Source: an optimization exercise on an open RTL-to-GDS flow (aim: small area). Production flows keep margins and buffers that such runs may drop.
Power is estimated from default activity; no workload was simulated.

==> module cpu, before the edit <==
module cpu(out, in, clk, reset);
input  [7:0] in;
input        clk, reset;
output [7:0] out;
reg [7:0] out;
reg [7:0] reg_a, reg_b, reg_c;
reg [7:0] m0, m1, m2, m3, m4, m5, m6, m7;
reg [7:0] m8, m9, m10, m11, m12, m13, m14, m15;
reg [3:0] op;       
reg [3:0] n;        
reg       skip;     
reg       ldc;      
reg       outm;     
reg       wr_q;     
reg       wrn_q;    
reg       ph;       
wire exec = ~skip & ~ldc & ~outm;
wire op_in  = exec & ((op == 4'h6) | (op == 4'h7) | (op == 4'h8));
wire op_a   = exec & ((op == 4'h6) | (op == 4'hd));
wire op_b   = exec & ((op == 4'h7) | (op == 4'he));
wire op_alu = exec & ~op[3] & ~(op[2] & op[1]);
wire op_ld  = exec & (op == 4'ha);
wire op_om  = exec & (op == 4'hc);
wire op_oc  = exec & (op == 4'hb);
wire [7:0] bus = (op[3] & (op[0] | op[1])) ? reg_c : in;
reg  [7:0] x, y;
reg        cin;
always @* begin
	x = reg_a; y = reg_b; cin = 1'b0;
	case (op[2:0])
	3'b000: begin y = reg_b;  cin = 1'b0; end
	3'b001: begin y = ~reg_b; cin = 1'b1; end
	3'b010: begin y = 8'h00;  cin = 1'b1; end
	3'b011: begin y = 8'hff;  cin = 1'b0; end
	3'b100: begin y = reg_b;  cin = 1'b1; end
	default: begin x = ~reg_a; y = 8'h00; cin = 1'b1; end
	endcase
end
wire [8:0] cy;
assign cy[0] = cin;
genvar i;
generate for (i = 0; i < 8; i = i + 1) begin : add
	assign cy[i+1] = (x[i] & y[i]) | (x[i] & cy[i]) | (y[i] & cy[i]);
end endgenerate
wire [7:0] alu = x ^ y ^ cy[7:0];
wire [15:0] dec = 16'h0001 << n;
wire [7:0] rdq = ({8{dec[0]}}  & m0)  | ({8{dec[1]}}  & m1)  | ({8{dec[2]}}  & m2)  | ({8{dec[3]}}  & m3)
              | ({8{dec[4]}}  & m4)  | ({8{dec[5]}}  & m5)  | ({8{dec[6]}}  & m6)  | ({8{dec[7]}}  & m7)
              | ({8{dec[8]}}  & m8)  | ({8{dec[9]}}  & m9)  | ({8{dec[10]}} & m10) | ({8{dec[11]}} & m11)
              | ({8{dec[12]}} & m12) | ({8{dec[13]}} & m13) | ({8{dec[14]}} & m14) | ({8{dec[15]}} & m15);
wire [7:0] rd = rdq ^ {8{ph}};
wire [15:0] we  = {16{wr_q & ~reset}} & dec;
wire [15:0] wen = {16{wrn_q | reset}} | ~dec;
wire [7:0]  wd  = bus ^ {8{ph}};
always @(posedge clk) begin
	ph <= ~ph;
	m0  <= ~(({8{we[0]}}  | m0)  & ({8{wen[0]}}  | wd));
	m1  <= ~(({8{we[1]}}  | m1)  & ({8{wen[1]}}  | wd));
	m2  <= ~(({8{we[2]}}  | m2)  & ({8{wen[2]}}  | wd));
	m3  <= ~(({8{we[3]}}  | m3)  & ({8{wen[3]}}  | wd));
	m4  <= ~(({8{we[4]}}  | m4)  & ({8{wen[4]}}  | wd));
	m5  <= ~(({8{we[5]}}  | m5)  & ({8{wen[5]}}  | wd));
	m6  <= ~(({8{we[6]}}  | m6)  & ({8{wen[6]}}  | wd));
	m7  <= ~(({8{we[7]}}  | m7)  & ({8{wen[7]}}  | wd));
	m8  <= ~(({8{we[8]}}  | m8)  & ({8{wen[8]}}  | wd));
	m9  <= ~(({8{we[9]}}  | m9)  & ({8{wen[9]}}  | wd));
	m10 <= ~(({8{we[10]}} | m10) & ({8{wen[10]}} | wd));
	m11 <= ~(({8{we[11]}} | m11) & ({8{wen[11]}} | wd));
	m12 <= ~(({8{we[12]}} | m12) & ({8{wen[12]}} | wd));
	m13 <= ~(({8{we[13]}} | m13) & ({8{wen[13]}} | wd));
	m14 <= ~(({8{we[14]}} | m14) & ({8{wen[14]}} | wd));
	m15 <= ~(({8{we[15]}} | m15) & ({8{wen[15]}} | wd));
end
wire wr_next = ~(reset | op_in | op_ld | op_om) & in[7] & ~in[6] & ~in[5];
always @(posedge clk) begin
	wr_q  <= wr_next;
	wrn_q <= ~wr_next;
end
always @(posedge clk) begin
	if (reset) begin
		reg_a <= 8'h00;
		reg_b <= 8'h00;
		reg_c <= 8'h00;
		out   <= 8'h00;
		skip  <= 1'b1;
		ldc   <= 1'b0;
		outm  <= 1'b0;
	end else begin
		if (op_a) reg_a <= bus;
		if (op_b) reg_b <= bus;
		if (op_alu) reg_c <= alu;
		else if (ldc) reg_c <= rd;
		if (wr_q) out <= 8'h00;
		else if (op_oc) out <= reg_c;
		else if (outm) out <= rd;
		skip <= op_in;
		ldc  <= op_ld;
		outm <= op_om;
	end
end
always @(posedge clk) begin
	op <= in[7:4];
	if (~(op_ld | op_om))
		n <= in[3:0];
end
endmodule
==> flow/config.mk <==
export PLATFORM = sky130hd
export DESIGN_NAME = cpu
export DESIGN_NICKNAME = cpu
export VERILOG_FILES = /design/flow/design.v
export SDC_FILE = /design/flow/constraint.sdc
export NUM_CORES = 4
export LEC_CHECK = 0
export CAP_MARGIN = 20
export CORE_MARGIN = 2
export CORE_UTILIZATION = 40
export SLEW_MARGIN = 20
==> flow/constraint.sdc <==
create_clock -name core_clock -period 5.0 [get_ports {clk}]
set_input_delay 1.0000 -clock core_clock [delete_from_list [all_inputs] [get_ports {clk}]]
set_output_delay 1.0000 -clock core_clock [all_outputs]
set_load 0.01 [all_outputs]
standard.sh (not shown) runs the stock make flow with config.mk's settings and CLKGATE_MAP_FILE= SYNTH_SCRIPT=/design/flow/synth_recipe.tcl, a recipe that flattens the netlist after the stock synthesis.
==> flow/flow/run.sh <==
#!/bin/bash
# Own layout flow: the standard flow (standard.sh) with
#  - the standard synthesis script, except that ABC maps the logic with an
#    area-oriented script (flow/area.abc); ABC does not touch the registers,
#  - single-size buffers on the ports,
#  - a clock tree of mid-size buffers without dummy loads.
# All tool output goes to standard.log here and ORFS's logs under orfs/logs.
set -euo pipefail
here=$(pwd)
{
  echo 'proc abc {args} {'
  echo '  set i [lsearch -exact $args -script]'
  echo "  if { \$i >= 0 } { lset args [expr {\$i + 1}] $here/flow/area.abc }"
  echo '  yosys abc {*}$args'
  echo '}'
  cat synth_recipe.tcl
} > own_synth.tcl
CTS="-sink_clustering_enable -repair_clock_nets -dont_use_dummy_load -buf_list sky130_fd_sc_hd__clkbuf_8"
bash standard.sh "SYNTH_SCRIPT=$here/own_synth.tcl" \
  "BUFFER_PORTS_ARGS=-buffer_cell sky130_fd_sc_hd__buf_1" \
  "CTS_ARGS=$CTS" finish > standard.log 2>&1
==> flow/flow/area.abc <==
strash
&get -n
&st
&dch
&nf -R 1000
&put
topo
The starting point completed with no timing, DRC or antenna violations.
Change:
--- a/flow/design.v
+++ b/flow/design.v
@@ -10,11 +10,11 @@
 reg [3:0] n;        
 reg       skip;     
 reg       ldc;      
 reg       outm;     
 reg       wr_q;     
-reg       wrn_q;    
+reg       actn_q;   
 reg       ph;       
 wire exec = ~skip & ~ldc & ~outm;
 wire op_in  = exec & ((op == 4'h6) | (op == 4'h7) | (op == 4'h8));
 wire op_a   = exec & ((op == 4'h6) | (op == 4'hd));
 wire op_b   = exec & ((op == 4'h7) | (op == 4'he));
@@ -42,18 +42,18 @@
 generate for (i = 0; i < 8; i = i + 1) begin : add
 	assign cy[i+1] = (x[i] & y[i]) | (x[i] & cy[i]) | (y[i] & cy[i]);
 end endgenerate
 wire [7:0] alu = x ^ y ^ cy[7:0];
 wire [15:0] dec = 16'h0001 << n;
-wire [7:0] rdq = ({8{dec[0]}}  & m0)  | ({8{dec[1]}}  & m1)  | ({8{dec[2]}}  & m2)  | ({8{dec[3]}}  & m3)
-              | ({8{dec[4]}}  & m4)  | ({8{dec[5]}}  & m5)  | ({8{dec[6]}}  & m6)  | ({8{dec[7]}}  & m7)
-              | ({8{dec[8]}}  & m8)  | ({8{dec[9]}}  & m9)  | ({8{dec[10]}} & m10) | ({8{dec[11]}} & m11)
-              | ({8{dec[12]}} & m12) | ({8{dec[13]}} & m13) | ({8{dec[14]}} & m14) | ({8{dec[15]}} & m15);
+wire [15:0] we  = {16{wr_q & ~reset}} & dec;
+wire [15:0] wen = {16{actn_q | reset}} | ~dec;
+wire [7:0] rdq = ({8{wen[0]}}  | m0)  & ({8{wen[1]}}  | m1)  & ({8{wen[2]}}  | m2)  & ({8{wen[3]}}  | m3)
+               & ({8{wen[4]}}  | m4)  & ({8{wen[5]}}  | m5)  & ({8{wen[6]}}  | m6)  & ({8{wen[7]}}  | m7)
+               & ({8{wen[8]}}  | m8)  & ({8{wen[9]}}  | m9)  & ({8{wen[10]}} | m10) & ({8{wen[11]}} | m11)
+               & ({8{wen[12]}} | m12) & ({8{wen[13]}} | m13) & ({8{wen[14]}} | m14) & ({8{wen[15]}} | m15);
 wire [7:0] rd = rdq ^ {8{ph}};
-wire [15:0] we  = {16{wr_q & ~reset}} & dec;
-wire [15:0] wen = {16{wrn_q | reset}} | ~dec;
-wire [7:0]  wd  = bus ^ {8{ph}};
+wire [7:0]  wd  = (bus ^ {8{ph}}) | {8{ldc | outm}};
 always @(posedge clk) begin
 	ph <= ~ph;
 	m0  <= ~(({8{we[0]}}  | m0)  & ({8{wen[0]}}  | wd));
 	m1  <= ~(({8{we[1]}}  | m1)  & ({8{wen[1]}}  | wd));
 	m2  <= ~(({8{we[2]}}  | m2)  & ({8{wen[2]}}  | wd));
@@ -70,13 +70,14 @@
 	m13 <= ~(({8{we[13]}} | m13) & ({8{wen[13]}} | wd));
 	m14 <= ~(({8{we[14]}} | m14) & ({8{wen[14]}} | wd));
 	m15 <= ~(({8{we[15]}} | m15) & ({8{wen[15]}} | wd));
 end
 wire wr_next = ~(reset | op_in | op_ld | op_om) & in[7] & ~in[6] & ~in[5];
+wire act_next = wr_next | (~reset & (op_ld | op_om));
 always @(posedge clk) begin
-	wr_q  <= wr_next;
-	wrn_q <= ~wr_next;
+	wr_q   <= wr_next;
+	actn_q <= ~act_next;
 end
 always @(posedge clk) begin
 	if (reset) begin
 		reg_a <= 8'h00;
 		reg_b <= 8'h00;
Total power drops by 1.9%.
Clock skew is about the same.
Clock power came out higher by about 0.6%.
Area after synthesis hardly moves.
Final cell count climbs by 3.1%.
No functional check of the RTL was part of any run of this note.

## port drivers added, routing unchanged
How much do the figures lean on ideal ports? The routed layouts below were timed once more, with nothing changed but the port constraints.
Step 1: set_driving_cell puts a clkbuf_16 on clk and a buf_2 on each other input, an assumption about the parent block.
Step 2 moves the port delays by t, midway between the first and last clock arrival at a register: inputs arrive t later, outputs are due t later. That takes back most of the time a late clock gives input paths.
Three values: no drivers, after step 1, after step 2; two values: the first two.
| run | t, ns | setup slack, ns | hold WS [ns] | clock arrival spread, ns |
|---|---|---|---|---|
| the first run | 0.486 | 0.340 / 0.340 / 0.340 | 0.434 / 0.434 / 0.434 | 0.026 / 0.026 |
| the second run | 0.477 | 0.338 / 0.338 / 0.338 | 0.436 / 0.436 / 0.436 | 0.033 / 0.034 |
After both steps every run listed still meets setup and hold.
